This design comes from an exercise in tuning for small area and a short achievable clock period on the open sky130 flow, not from production work. In this exercise RTL edits were held to simulation tests only and were not proved equivalent to the original.

--- flow/design.v ---
`timescale 1ns/1ns
module DEC(a,d);
    parameter DATAWIDTH = 32;
    input  [DATAWIDTH-1:0] a;
    output [DATAWIDTH-1:0] d;
    assign d = a - 1'b1;
endmodule
`timescale 1ns/1ns
module INC(a,d);
    parameter DATAWIDTH = 32;
    input  [DATAWIDTH-1:0] a;
    output [DATAWIDTH-1:0] d;
    assign d = a + 1'b1;
endmodule
`timescale 1ns/1ns
module MOD(a, c, zero, eq);
    parameter DATAWIDTH = 32;
    localparam N = DATAWIDTH;
    input  [N-1:0] a;
    input  [N-1:0] c;
    input  [N-1:0] zero;
    output eq;
    genvar i, j;
    wire [N:0]   sc;
    wire [N-1:0] x;
    assign sc[0] = 1'b1;
    generate for (j = 0; j < N; j = j + 1) begin : g_sub
        wire nz = ~zero[j];
        assign x[j]    = a[j] ^ nz ^ sc[j];
        assign sc[j+1] = (a[j] & nz) | (a[j] & sc[j]) | (nz & sc[j]);
    end endgenerate
    wire ge = sc[N];
    wire [N:0] lt;
    assign lt[0] = 1'b0;
    generate for (j = 0; j < N; j = j + 1) begin : g_lt
        assign lt[j+1] = (~zero[j] & c[j]) | (~(zero[j] ^ c[j]) & lt[j]);
    end endgenerate
    wire zlt = lt[N];
    wire [N-1:0] cz;    
    assign cz[0] = ~c[0];
    generate for (j = 1; j < N; j = j + 1) begin : g_cz
        assign cz[j] = cz[j-1] & ~c[j];
    end endgenerate
    wire lowok = ~|((a ^ zero) & cz);
    localparam L = (N > 32) ? 6 : (N > 16) ? 5 : (N > 8) ? 4 : (N > 4) ? 3 : (N > 2) ? 2 : (N > 1) ? 1 : 0;
    wire [N-1:0] v [0:L];
    assign v[L] = c;
    generate for (i = 0; i < L; i = i + 1) begin : g_norm
        localparam integer S = 1 << i;
        wire lowz = ~|v[i+1][S-1:0];
        assign v[i] = lowz ? (v[i+1] >> S) : v[i+1];
    end endgenerate
    wire [N-1:0] m = v[0];
    wire [N:0] ho;
    assign ho[N] = 1'b0;
    generate for (j = 0; j < N; j = j + 1) begin : g_ho
        assign ho[j] = ho[j+1] | m[j];
    end endgenerate
    wire [N-1:0] par;
    generate for (j = 0; j < N; j = j + 1) begin : g_par
        if (((j + 1) % 2) == (N % 2)) begin : g_y
            assign par[j] = ho[j] & ~ho[j+1];
        end else begin : g_n
            assign par[j] = 1'b0;
        end
    end endgenerate
    wire P = |par;
    wire [N+2:0] M1 = {3'b000, m};
    wire [N+2:0] M2 = {2'b00, m, 1'b0};
    wire [N+2:0] M3;
    wire [N+3:0] c3;
    assign c3[0] = 1'b0;
    generate for (j = 0; j < N + 3; j = j + 1) begin : g_m3
        assign M3[j]   = M1[j] ^ M2[j] ^ c3[j];
        assign c3[j+1] = (M1[j] & M2[j]) | (M1[j] & c3[j]) | (M2[j] & c3[j]);
    end endgenerate
    localparam K = (N + 1) / 2;
    wire [N+1:0] r [0:K];
    assign r[0] = {2'b00, x};
    generate for (i = 0; i < K; i = i + 1) begin : g_step
        localparam integer W  = N + 2 - 2 * i;
        localparam integer NB = (W - 2 < 2) ? W - 2 : 2;    
        wire [W-1:0] s;
        wire [W:0]   cy;
        wire s1, s2, s3;
        assign s[1:0] = 2'b00;
        ROWLO #(.NB(NB)) u_lo(.r(r[i][NB+1:0]), .m1(M1[1]),
            .a(M1[NB+1:2]), .b(M2[NB+1:2]), .c(M3[NB+1:2]),
            .d(s[NB+1:2]), .co(cy[NB+2]));
        ROWSEL u_sel(.r0(r[i][0]), .r1(r[i][1]), .m1(M1[1]), .s1(s1), .s2(s2), .s3(s3));
        for (j = NB + 2; j < W; j = j + 1) begin : g_bit
            wire y;                  
            SEL3 u_y(.s1(s1), .s2(s2), .s3(s3), .a(M1[j]), .b(M2[j]), .c(M3[j]), .y(y));
            assign s[j]    = r[i][j] ^ y ^ cy[j];
            assign cy[j+1] = (r[i][j] & y) | (r[i][j] & cy[j]) | (y & cy[j]);
        end
        assign r[i+1] = {{(N+2-W+2){1'b0}}, s[W-1:2]};
    end endgenerate
    wire [2*K+1:0] bad;
    generate for (i = 0; i <= K; i = i + 1) begin : g_bad
        wire act = (N - 2 * i < 0) ? 1'b1 : ho[(N - 2 * i < 0) ? 0 : N - 2 * i];
        wire n0  = (2 * i < N + 1) ? 1'b1 : (2 * i < N + 2) ? P : 1'b0;
        wire n1  = (2 * i + 1 < N + 1) ? 1'b1 : (2 * i + 1 < N + 2) ? P : 1'b0;
        assign bad[2*i]   = act & n0 & r[i][0];
        assign bad[2*i+1] = act & n1 & r[i][1];
    end endgenerate
    wire div = ~|bad;
    assign eq = zlt & ge & lowok & div;
endmodule
module SEL3(s1, s2, s3, a, b, c, y);
    input  s1, s2, s3, a, b, c;
    output y;
    assign y = ~((s1 & a) | (s2 & b) | (s3 & c));
endmodule
module ROWSEL(r0, r1, m1, s1, s2, s3);
    input  r0, r1, m1;
    output s1, s2, s3;
    wire q0 = r0;
    wire q1 = r1 ^ (r0 & m1);
    assign s1 = q0 & ~q1;
    assign s2 = ~q0 & q1;
    assign s3 = q0 & q1;
endmodule
module ROWLO(r, m1, a, b, c, d, co);
    parameter NB = 4;
    input  [NB+1:0] r;
    input  m1;
    input  [NB+1:2] a, b, c;     
    output [NB+1:2] d;
    output co;
    genvar j;
    wire q0 = r[0];
    wire q1 = r[1] ^ (r[0] & m1);
    wire s1 = q0 & ~q1;
    wire s2 = ~q0 & q1;
    wire s3 = q0 & q1;
    wire [NB+2:2] cy;
    assign cy[2] = 1'b1;         
    generate for (j = 2; j < NB + 2; j = j + 1) begin : g_bit
        wire y = ~((s1 & a[j]) | (s2 & b[j]) | (s3 & c[j]));
        assign d[j]    = r[j] ^ y ^ cy[j];
        assign cy[j+1] = (r[j] & y) | (r[j] & cy[j]) | (y & cy[j]);
    end endgenerate
    assign co = cy[NB+2];
endmodule
`timescale 1ns/1ns
module COMP(a,b,gt,lt,eq);
    parameter DATAWIDTH = 32;
    input [DATAWIDTH-1:0] a;
    input [DATAWIDTH-1:0] b;
    output reg gt,lt,eq;
    always @(a,b) begin
        gt <= 0; lt <= 0; eq <= 0;
        if (b>a) begin
            gt <= 1;
        end
        else if (b<a) begin
            lt <= 1;
        end
        else begin
            eq <= 1;
        end
    end
endmodule
`timescale 1ns/1ns
module MUX2x1(a,b,sel,d);
    parameter DATAWIDTH = 32;
    input [DATAWIDTH-1:0] a;
    input [DATAWIDTH-1:0] b;
    input sel;
    output [DATAWIDTH-1:0] d;
    assign d = sel ? b : a;
endmodule
`timescale 1ns/1ns
module REG(q, d, Clk, Rst);
    parameter   DATAWIDTH = 32;
    input Clk;
    input Rst;
    input [DATAWIDTH-1:0] d;
    output reg [DATAWIDTH-1:0] q;
    always @(posedge Clk) begin
        if (Rst == 1)
            q <= 0;
        else
            q <= d;
    end
endmodule
`timescale 1ns / 1ns
module circuit6(a, b, c, zero, z, clk, rst);
        input  clk, rst;
        input  [63:0] a, b, c, zero;
        output [63:0] z;
        wire   [63:0] e, f, zwire;
        wire   gEQz;
        MOD    #(.DATAWIDTH(64)) MOD_1(a, c, zero, gEQz);       
        wire   [64:0] az, c1;
        assign az[0] = 1'b1;
        assign c1[0] = 1'b1;
        genvar j;
        generate for (j = 0; j < 64; j = j + 1) begin : g_incdec
            assign az[j+1] = az[j] & ~a[j];
            assign c1[j+1] = c1[j] & c[j];
        end endgenerate
        assign e = a ^ az[63:0];
        assign f = c ^ c1[63:0];
        assign zwire = gEQz ? e : f;                            
        reg    [63:0] z_q;                                      
        always @(posedge clk) begin
            if (rst == 1)
                z_q <= 0;
            else
                z_q <= zwire;
        end
        assign z = z_q;
endmodule
--- flow/flow/run.sh ---
#!/bin/bash
# Layout flow: the standard synthesis and layout (standard.sh) with two
# changes in how the layout is made:
#  - every input and output port still gets its own buffer, but a plain
#    buf_1 (BUFFER_PORTS_ARGS) instead of the delay buffer buffer_ports picks;
#  - the timing repair after clock tree synthesis aims at a setup slack above
#    zero (SETUP_SLACK_MARGIN),
#    so that it sizes and buffers the long combinational path for speed.
# Floorplan, placement, routing and the rest run as standard; the clock and
# constraints are the standard flow's.
set -euo pipefail
PORTS="BUFFER_PORTS_ARGS=-buffer_cell sky130_fd_sc_hd__buf_1"
bash standard.sh synth > synth.log 2>&1
bash standard.sh "$PORTS" place > place.log 2>&1
bash standard.sh "$PORTS" SETUP_SLACK_MARGIN=228 cts > cts.log 2>&1
bash standard.sh "$PORTS" finish > finish.log 2>&1
--- flow/standard.sh ---
#!/bin/bash
# synth_recipe.tcl (not shown) runs the flow's synth.tcl, then flattens the netlist and writes it again
# the make line also repeats each setting of config.mk as NAME=value (left out here)
make -C /OpenROAD-flow-scripts/flow DESIGN_CONFIG=/design/flow/config.mk WORK_HOME=/design/flow/orfs CLKGATE_MAP_FILE= SYNTH_SCRIPT=/design/flow/synth_recipe.tcl "${@:-finish}"
--- flow/config.mk ---
export PLATFORM = sky130hd
export DESIGN_NAME = circuit6
export DESIGN_NICKNAME = circuit6
export VERILOG_FILES = /design/flow/design.v
export SDC_FILE = /design/flow/constraint.sdc
export NUM_CORES = 4
export LEC_CHECK = 0
export CAP_MARGIN = 40
export CORE_MARGIN = 2
export CORE_UTILIZATION = 40
export SLEW_MARGIN = 20
export SYNTH_HIERARCHICAL = 1
export SYNTH_MINIMUM_KEEP_SIZE = 0
--- flow/constraint.sdc ---
create_clock -name core_clock -period 350.0 [get_ports {clk}]
set_input_delay 70.0000 -clock core_clock [delete_from_list [all_inputs] [get_ports {clk}]]
set_output_delay 70.0000 -clock core_clock [all_outputs]
set_load 0.01 [all_outputs]
==> results by group, run 1 <==
Cells and area
  – Final Cell Area: roughly 57,000 sq um
  – Max FFs per register: 64
  – Ant diodes: 0
  – Reg with most FFs: z_q
  – Fraction of final layout cells sized beyond drive strength 1: 0.1068
  – Area grow syn2layout: 12.92%
  – Layout Nets: 6,844
  – Regs by FF count: z_q: 64 flops

Timing
  – Slew Limit Fails: 0
  – TNS Setup: 0 ns
  – Crit share post-route: 0.3486
  – Minimum clock period: ~120 ns
  – RSZ-0062 raised after global routing: no
  – Worst-Margin Slew: between 1 and 1.5 ns
  – Max Fclk: between 8 and 9 MHz
  – Worst rel slew slack: 0.2758
  – Final setup violation count: 0
  – Final Hold Fails: 0

Worst setup path
  – Critical Path AT: 122.21 ns
  – Worst path slowest cell: a222oi_1
  – Setup crit end kind: flip-flop
  – Crit Path Category: primary input to flip-flop
  – Crit start category: primary input
  – Crit Path Max Fanout: 50
  – Critical path's most frequent cell: mux2i_1
  – Worst path max stage delay: about 0.57 ns
  – CP required: 350.20 ns

CTS
  – Hold_buf cts: 0
  – CTS buffer count: 9
  – CTS tree: built
  – H-tree lvl count: 3
  – Clk buf depth: 2
  – CTS Sinks: 64
  – Worst-path clk slew: about 0.06 ns
  – Root buffer cell: clkbuf_16

Global routing
  – First-pass GRT wire length: 316,000 um
  – Initial antenna violation count: 3
  – Remaining global-route overflow: 0
  – Largest net degree at the start of global routing: 66
  – Vias in the first global route: 49,820
  – GR Util All Layers: 0.3084

Placed design
  – Port Buffers: around 260
  – RePlAce Congestion: roughly 0.96
  – DPL Wire Length: 154,200 um
  – Post-DP Area: 55,820 sq um

Floorplanning
  – Initial Utilization: 0.4037
  – Die area: roughly 130,000 sq um
  – Die X: 360.4 um
  – Site Rows: 130
  – Core area: approximately 130,000 sq um
  – Die Ht: 360.4 um
  – # IOs: roughly 320

Synth
  – Synth Cell Area: roughly 50,000 sq um
  – Avg Inst Size Synth: 10.71 sq um
  – Mapped Cells: between 4,000 and 5,000
  – Synth Warn #: 8

Routing
  – Final ANT Viol Nets: 0
  – WL final: ~200,000 um
  – DR vias/cell: between 7 and 8
  – DRT Pass-1 Iters: 19
  – Via count: 49,180
  – DR WL/cell: between 20 and 30 um
  – Remaining DRCs: 0
  – DR iter-0 viols: between 10,000 and 15,000

Run status
  – Outcome: complete, no violations

Job
  – Max-cap violations: 0

Min path
  – HP Class: primary input to flip-flop
[worst paths after layout]
kind / end / startpoint / cells past startpoint / slack [ns]
max: z_q[20]$_SDFF_PP0_ / c[3] / 210 / 227.99
min: z_q[0]$_SDFF_PP0_ / a[0] / 2 / 69.91
[final cells by class]
type                       count  area, sq um
inverter                     469         1764
timing repair buffer         549         3772
tap                         1650         2064
fill                       12100        68510
clock inverter                 4        77.57
clock buffer                  12        246.5
multi-input combinational   4089        48180
sequential                    64         1281
[layout by cell type, fill, tap and decap left out, types with 13 or more instances in the layout]
master        n
fa_1       1093
a222oi_1    995
inv_1       456
ha_1        289
buf_1       252
buf_4       230
nand2_1     182
mux2i_1     150
a21oi_1     134
nor2_1      124
nand2b_1    105
o21ai_0      83
xnor2_1      83
dfxtp_1      64
o21a_1       42
a211oi_1     38
nor3_1       38
nor2b_1      31
xor2_1       31
a21o_1       31
nand3_1      30
and2_1       30
nand4_1      28
o22ai_1      26
mux2_2       25
o211ai_1     22
fa_2         22
nor2b_2      22
nor4_1       19
o31ai_1      18
nor2b_4      18
o2111ai_1    17
a22o_1       16
a31oi_1      16
buf_6        16
o221ai_1     15
buf_12       15
a221o_1      14
or2_2        13
[worst max-delay path: cells and delay by family]
kind | cells | cell delay, ns
AO/OA/AOI/OAI | 13 | 3.76
XOR/XNOR | 27 | 7.00
multiplexers | 52 | 8.46
buffers and inverters | 44 | 7.80
adder cells (fa/ha/maj) | 63 | 22.26
AND/OR/NAND/NOR | 11 | 2.77
[routing by layer]
layer | track usage | share of wire
met1 | 0.3952 | 0.38
met2 | 0.5143 | 0.47
met3 | 0.05081 | 0.099
met4 | 0.1337 | 0.048
met5 | 0 | 0.00015
[stage by stage]
step / setup WS, ns / cells / util / hold slack (ns)
final: 227.99 / 6837 / 0.4558 / 69.91
after floorplan: 213.01 / 4749 / - / 70.10
after global placement: 221.92 / 6733 / 0.4396 / 70.29
after CTS: 228.03 / 6831 / 0.4555 / 69.90
after global routing: 224.47 / 6837 / 0.4558 / 69.93
after detailed placement: 222.57 / 6769 / 0.4434 / 70.28
[what timing repair did]
item | CTS | global route
endpoints found under the setup margin | 64 | 0
resized for setup | 155 | 0
buffers inserted | 36 | 0
hold endpoints to repair | 0 | 0
==> run 2: changes to the inputs <==
==> flow/flow/run.sh (replaced) <==
#!/bin/bash
# Layout flow: the standard synthesis and layout (standard.sh) with two
# changes in how the layout is made:
#  - every input and output port still gets its own buffer, but a plain
#    buf_1 (BUFFER_PORTS_ARGS) instead of the delay buffer buffer_ports picks;
#  - the timing repair after clock tree synthesis aims at a setup slack above
#    zero (SETUP_SLACK_MARGIN), using gate upsizing only (SETUP_MOVE_SEQUENCE),
#    so that the long combinational path gets faster cells without any change
#    to the netlist's structure.
# Floorplan, placement, routing and the rest run as standard; the clock and
# constraints are the standard flow's.
set -euo pipefail
PORTS="BUFFER_PORTS_ARGS=-buffer_cell sky130_fd_sc_hd__buf_1"
bash standard.sh synth > synth.log 2>&1
bash standard.sh "$PORTS" place > place.log 2>&1
bash standard.sh "$PORTS" SETUP_SLACK_MARGIN=228 SETUP_MOVE_SEQUENCE=sizeup cts > cts.log 2>&1
bash standard.sh "$PORTS" finish > finish.log 2>&1
==> run 2 against run 1 <==
Net effect:
- sequential cell count unchanged
- still clean
- highest routed layer unchanged
- cell area fell by 0.79%
- routed wire length is 1.6% lower
- critical endpoint is now z_q[38]$_SDFF_PP0_
==> results by group, run 2 <==
Run status
  – Outcome: complete, no violations

Worst setup path
  – CP startpoint: c[39]
  – CP required: 350.27 ns (+0.07 ns)
  – Critical path's most frequent cell: mux2i_1
  – Crit start category: primary input
  – Setup crit end kind: flip-flop
  – Crit Path Max Fanout: 90 (+80%)
  – Worst path max stage delay: 0.73 ns (+0.16 ns)
  – Worst path slowest cell: o31ai_4
  – Crit Path Category: primary input to flip-flop
  – Critical Path AT: 122.37 ns (+0.16 ns)

Cells and area
  – Area occupied by multi-input gates: 48,250 sq um (+0.15%)
  – Reg area: 1281 sq um (unchanged)
  – Commonest non-fill, non-tap cells in the layout: 1,067 x fa_1, 995 x a222oi_1, 449 x inv_1
  – Area grow syn2layout: 12.03%
  – Max FFs per register: 64 (unchanged)
  – Reg with most FFs: z_q
  – Layout Nets: 6,796 (-0.70%)
  – Fin util: 0.4522 (-0.003588)
  – Regs by FF count: z_q: 64 flops
  – Leading cell type in the layout, fill and taps excluded: fa_1
  – Fill count: 12,130 (+0.19%)
  – Fraction of final layout cells sized beyond drive strength 1: 0.1064 (-0.0003645)

Job
  – Max-cap violations: 0 (unchanged)

CTS
  – Number of post-CTS setup repair buffers: 0 (-100%)
  – CTS buffer count: 9 (unchanged)
  – Clk buf depth: 2 (unchanged)
  – CTS tree: built
  – Post-cts gate resize count: 206 (+33%)
  – Hold_buf cts: 0 (unchanged)
  – CTS Sinks: 64 (unchanged)
  – H-tree lvl count: 3 (unchanged)
  – Root buffer cell: clkbuf_16
  – Worst-path clk slew: 0.06 ns (about the same)

Min path
  – HP Class: primary input to flip-flop
  – Hold Startpoint: a[0]

Routing
  – DR WL/cell: 29.65 um (-0.93%)
  – Final ANT Viol Nets: 0 (unchanged)
  – DR vias/cell: 7.180 (-0.18%)
  – DRT Pass-1 Iters: 17 (-2)
  – Via count: 48,750 (-0.87%)
  – Remaining DRCs: 0 (unchanged)
  – DR iter-0 viols: 10,320 (+0.60%)
  – WL final: 201,300 um (-1.6%)

Timing
  – RSZ-0062 raised after global routing: no
  – Final setup violation count: 0 (unchanged)
  – Worst-Margin Slew: 1.095 ns (+0.008593 ns)
  – Final Hold Fails: 0 (unchanged)
  – Minimum clock period: 122.10 ns (+0.08900 ns)
  – Crit share post-route: 0.3488 (about the same)
  – Max Fclk: 8.190 MHz (about the same)
  – Slew Limit Fails: 0 (unchanged)
  – TNS Setup: 0 ns (unchanged)
  – Worst rel slew slack: 0.2701 (-0.005728)

Global routing
  – Initial antenna violation count: 2 (-1)
  – Largest net degree at the start of global routing: 91 (+38%)
  – Vias in the first global route: 49,290 (-1.1%)
  – First-pass GRT wire length: 311,700 um (-1.3%)
  – Remaining global-route overflow: 0 (unchanged)
  – GR Util All Layers: 0.3035 (-0.004905)

Floorplanning
  – Die X: 360.4 um (unchanged)
  – # IOs: 322 (unchanged)
  – Initial Utilization: 0.4037 (unchanged)
  – Site Rows: 130 (unchanged)
  – Die Ht: 360.4 um (unchanged)
  – Die area: 129,900 sq um (unchanged)
  – Core area: 125,900 sq um (unchanged)

Placed design
  – DPL Wire Length: 154,200 um (unchanged)
  – RePlAce Congestion: 0.9614 (unchanged)
  – Port Buffers: 257 (unchanged)

Synth
  – Mapped Cells: 4,747 (unchanged)
  – Avg Inst Size Synth: 10.71 sq um (unchanged)
  – Synth Warn #: 8 (unchanged)
  – Synth Cell Area: 50,820 sq um (unchanged)
==> run 2: cell types whose count changed in the layout (fill, tap and decap cells not counted), moves of 5 or more <==
cell | previous run | this run
buf_4 | 230 | 186
fa_1 | 1093 | 1067
fa_2 | 22 | 48
bufbuf_16 | 9 | 0
xor2_1 | 31 | 22
xor2_2 | 11 | 20
inv_1 | 456 | 449
inv_2 | 11 | 18
buf_8 | 9 | 14
==> run 2: metrics by stage <==
stage          hold WS, ns  std cells  instance area [sq um]  worst slack [ns]
5_1_grt              69.93       6789                  56930            224.57
6_report             69.91       6790                  56940            227.90
3_5_place_dp         70.28       6769                  55820            222.57
4_1_cts              69.90       6785                  56910            228.00
3_3_place_gp         70.29       6733                  55350            221.92
2_1_floorplan        70.10       4749                  50830            213.01
==> run 2: worst paths after layout <==
kind / to / slack, ns / cells after the start
worst max-delay path: z_q[38]$_SDFF_PP0_ / 227.90 / 216
worst min-delay path: z_q[0]$_SDFF_PP0_ / 69.91 / 2
==> run 2: area by class of cell <==
class | instances | share of cell area
clock inverters | 4 | 0.001362
inverters | 469 | 0.03099
well taps | 1650 | 0.03626
repair buffers | 501 | 0.05703
diodes | 1 | 0.00004395
flip-flops and latches | 64 | 0.02250
clock buffers | 12 | 0.004329
multi-input cells | 4089 | 0.8475
==> run 2: critical path, delay by kind of cell <==
family / cells / cell delay, ns
AOI/OAI and AO/OA: 10 / 3.05
and+or+nand+nor: 9 / 2.36
muxes: 56 / 9.01
adders and majority gates: 66 / 23.38
xor gates and xnor gates: 34 / 7.92
buffers and inverters: 41 / 6.39
==> run 2: per-layer routing <==
metal,up-vias,share of wire,track usage,routed length [um]
li1,20230,-,-,-
met1,25220,0.38,0.3931,76980
met2,2947,0.48,0.5103,96230
met3,352,0.097,0.04779,19560
met4,2,0.043,0.1153,8563
met5,-,0.000074,0,15
==> run 3: changes to the inputs <==
--- a/flow/flow/run.sh
+++ b/flow/flow/run.sh
@@ -13,5 +13,5 @@
 PORTS="BUFFER_PORTS_ARGS=-buffer_cell sky130_fd_sc_hd__buf_1"
 bash standard.sh synth > synth.log 2>&1
 bash standard.sh "$PORTS" place > place.log 2>&1
-bash standard.sh "$PORTS" SETUP_SLACK_MARGIN=228 SETUP_MOVE_SEQUENCE=sizeup cts > cts.log 2>&1
+bash standard.sh "$PORTS" SETUP_SLACK_MARGIN=231 SETUP_MOVE_SEQUENCE=sizeup cts > cts.log 2>&1
 bash standard.sh "$PORTS" finish > finish.log 2>&1
==> run 3 against run 2 <==
Net effect:
- clock-buffer cell count is the same
- global-route usage is 0.12 points higher
- worst setup slack better by 1.6 ns
- fmax rose by 1.3%
- synthesized cell count is the same
==> results by group, run 3 <==
Run status
  – Outcome: complete, no violations

CTS
  – Post-cts gate resize count: 649 (+220%)
  – Hold_buf cts: 0 (unchanged)
  – Root buffer cell: clkbuf_16
  – H-tree lvl count: 3 (unchanged)
  – CTS Sinks: 64 (unchanged)
  – Worst-path clk slew: 0.06 ns (about the same)
  – CTS tree: built
  – Number of post-CTS setup repair buffers: 0 (unchanged)
  – Clk buf depth: 2 (unchanged)
  – CTS buffer count: 9 (unchanged)

Cells and area
  – Regs by FF count: z_q: 64 flops
  – Fraction of final layout cells sized beyond drive strength 1: 0.1814 (+0.07492)
  – Commonest non-fill, non-tap cells in the layout: 995 x a222oi_1, 729 x fa_1, 432 x inv_1
  – Layout Nets: 6,796 (unchanged)
  – Max FFs per register: 64 (unchanged)
  – Final std cells w/o fill: 6,789 (-0.015%)
  – Area grow syn2layout: 14.51%
  – Leading cell type in the layout, fill and taps excluded: a222oi_1
  – Area occupied by multi-input gates: 49,320 sq um (+2.2%)
  – Ant diodes: 0 (-1)
  – Reg with most FFs: z_q
  – Reg area: 1281 sq um (unchanged)
  – Fill count: 11,970 (-1.3%)

Global routing
  – GR Util All Layers: 0.3048 (+0.001238)
  – Largest net degree at the start of global routing: 91 (unchanged)
  – Vias in the first global route: 49,710 (+0.85%)
  – First-pass GRT wire length: 313,100 um (+0.43%)
  – Initial antenna violation count: 2 (unchanged)
  – Remaining global-route overflow: 0 (unchanged)

Routing
  – Remaining DRCs: 0 (unchanged)
  – DR WL/cell: 29.80 um (+0.48%)
  – Final ANT Viol Nets: 0 (unchanged)
  – Via count: 48,810 (+0.12%)
  – DR vias/cell: 7.190 (+0.13%)
  – DRT Pass-1 Iters: 17 (unchanged)
  – DR iter-0 viols: 10,140 (-1.7%)
  – WL final: 202,300 um (+0.47%)

Worst setup path
  – Crit Path Max Fanout: 90 (unchanged)
  – Setup crit end kind: flip-flop
  – Worst path slowest cell: nand4_1
  – Critical path's most frequent cell: fa_1
  – CP required: 350.21 ns (-0.06 ns)
  – Cell family with most CP delay: adder cells
  – Crit Path Category: primary input to flip-flop
  – Critical Path AT: 120.70 ns (-1.67 ns)
  – Bufs and invs on worst path: 42 (+2.4%)
  – Crit start category: primary input
  – Worst path max stage delay: 0.71 ns (-0.02 ns)

Placed design
  – DPL Wire Length: 154,200 um (unchanged)
  – RePlAce Congestion: 0.9614 (unchanged)
  – Port Buffers: 257 (unchanged)
  – Placed Cells incl. Taps: 6,769 (unchanged)

Floorplanning
  – Die X: 360.4 um (unchanged)
  – Site Rows: 130 (unchanged)
  – Die area: 129,900 sq um (unchanged)
  – Initial Utilization: 0.4037 (unchanged)
  – Core area: 125,900 sq um (unchanged)
  – # IOs: 322 (unchanged)
  – Die Ht: 360.4 um (unchanged)

Timing
  – Minimum clock period: 120.49 ns (-1.608 ns)
  – Worst-Margin Slew: 1.097 ns (+0.002469 ns)
  – Max Fclk: 8.300 MHz (+1.3%)
  – RSZ-0062 raised after global routing: no
  – TNS Setup: 0 ns (unchanged)
  – Final setup violation count: 0 (unchanged)
  – Final Hold Fails: 0 (unchanged)
  – Slew Limit Fails: 0 (unchanged)
  – Worst rel slew slack: 0.2684 (-0.001647)
  – Crit share post-route: 0.3443 (-0.004594)

Synth
  – Synth Cell Area: 50,820 sq um (unchanged)
  – Synth Warn #: 8 (unchanged)
  – Mapped Cells: 4,747 (unchanged)
  – Avg Inst Size Synth: 10.71 sq um (unchanged)

Min path
  – Hold Path Sink: z_q[0]$_SDFF_PP0_
  – WHS Path Cells: 2 (unchanged)
  – HP Class: primary input to flip-flop
  – Hold Startpoint: a[0]

Job
  – Max-cap violations: 0 (unchanged)
run 3: layout make-up:
| cell class | count | area share |
|---|---|---|
| clock buffer | 12 | 0.004236 |
| clock inverter | 4 | 0.001333 |
| inverter | 469 | 0.03045 |
| multi-input combinational | 4089 | 0.8475 |
| sequential | 64 | 0.02202 |
| tap | 1650 | 0.03548 |
| timing repair buffer | 501 | 0.05900 |
run 3: worst max-delay path by stage:
| stage | from | end | slack [ns] | cells past startpoint |
|---|---|---|---|---|
| final | c[1] | z_q[56]$_SDFF_PP0_ | 229.51 | 188 |
| after global routing | c[29] | z_q[37]$_SDFF_PP0_ | 226.65 | 210 |
| after CTS | c[39] | z_q[56]$_SDFF_PP0_ | 229.74 | 134 |
| after detailed placement | c[4] | z_q[56]$_SDFF_PP0_ | 222.57 | 135 |
| after global placement | c[4] | z_q[24]$_SDFF_PP0_ | 221.92 | 199 |
| after floorplan | c[39] | z_q[63]$_SDFF_PP0_ | 213.01 | 195 |
run 3: stage by stage:
step                area (sq um)    util  hold WS (ns)  setup WS (ns)
floorplan                  50830       -         70.10         213.01
global placement           55350  0.4396         70.29         221.92
detailed placement         55820  0.4434         70.28         222.57
CTS                        58170  0.4620         69.90         229.74
global route               58190  0.4622         69.93         226.65
finish                     58190  0.4622         69.92         229.51
run 3: per-layer routing:
layer | share of wire | global-route usage | routed length [um] | up-vias
li1 | - | - | - | 20210
met1 | 0.38 | 0.3910 | 77290 | 25350
met2 | 0.48 | 0.5111 | 96880 | 2911
met3 | 0.094 | 0.05051 | 19110 | 340
met4 | 0.044 | 0.1240 | 8993 | 2
met5 | 0.000074 | 0 | 15 | -

==> re-timing with driven ports <==
The results above use ideal ports. As a check the final layouts listed here were re-extracted and re-timed, cells and wires unchanged.
Step 1 assumes that a clkbuf_16 drives the clock port and a buf_2 every other input.
Step 2 adds t to the input delays and takes it off the output delays; t is the mean of the earliest and latest rising clock arrival at the registers after step 1. Input paths then give back, and output paths get back, about the clock's delay inside the block.
a / b / c = no drivers / after step 1 / after step 2; a / b = the first two.
run | t (ns) | setup slack, ns | clock arrival spread, ns | worst register clock-pin slew, ns
run 1 | 0.412 | 227.992 / 227.995 / 227.583 | 0.015 / 0.014 | 0.06 / 0.06
run 2 | 0.409 | 227.903 / 227.912 / 227.503 | 0.015 / 0.014 | 0.06 / 0.06
run 3 | 0.408 | 229.511 / 229.538 / 229.130 | 0.014 / 0.014 | 0.06 / 0.06
After both steps setup and hold are still met in every run listed. The setup slack of run 1, which loses most, moves by +0.003 ns with the drivers and by -0.409 ns with both steps.
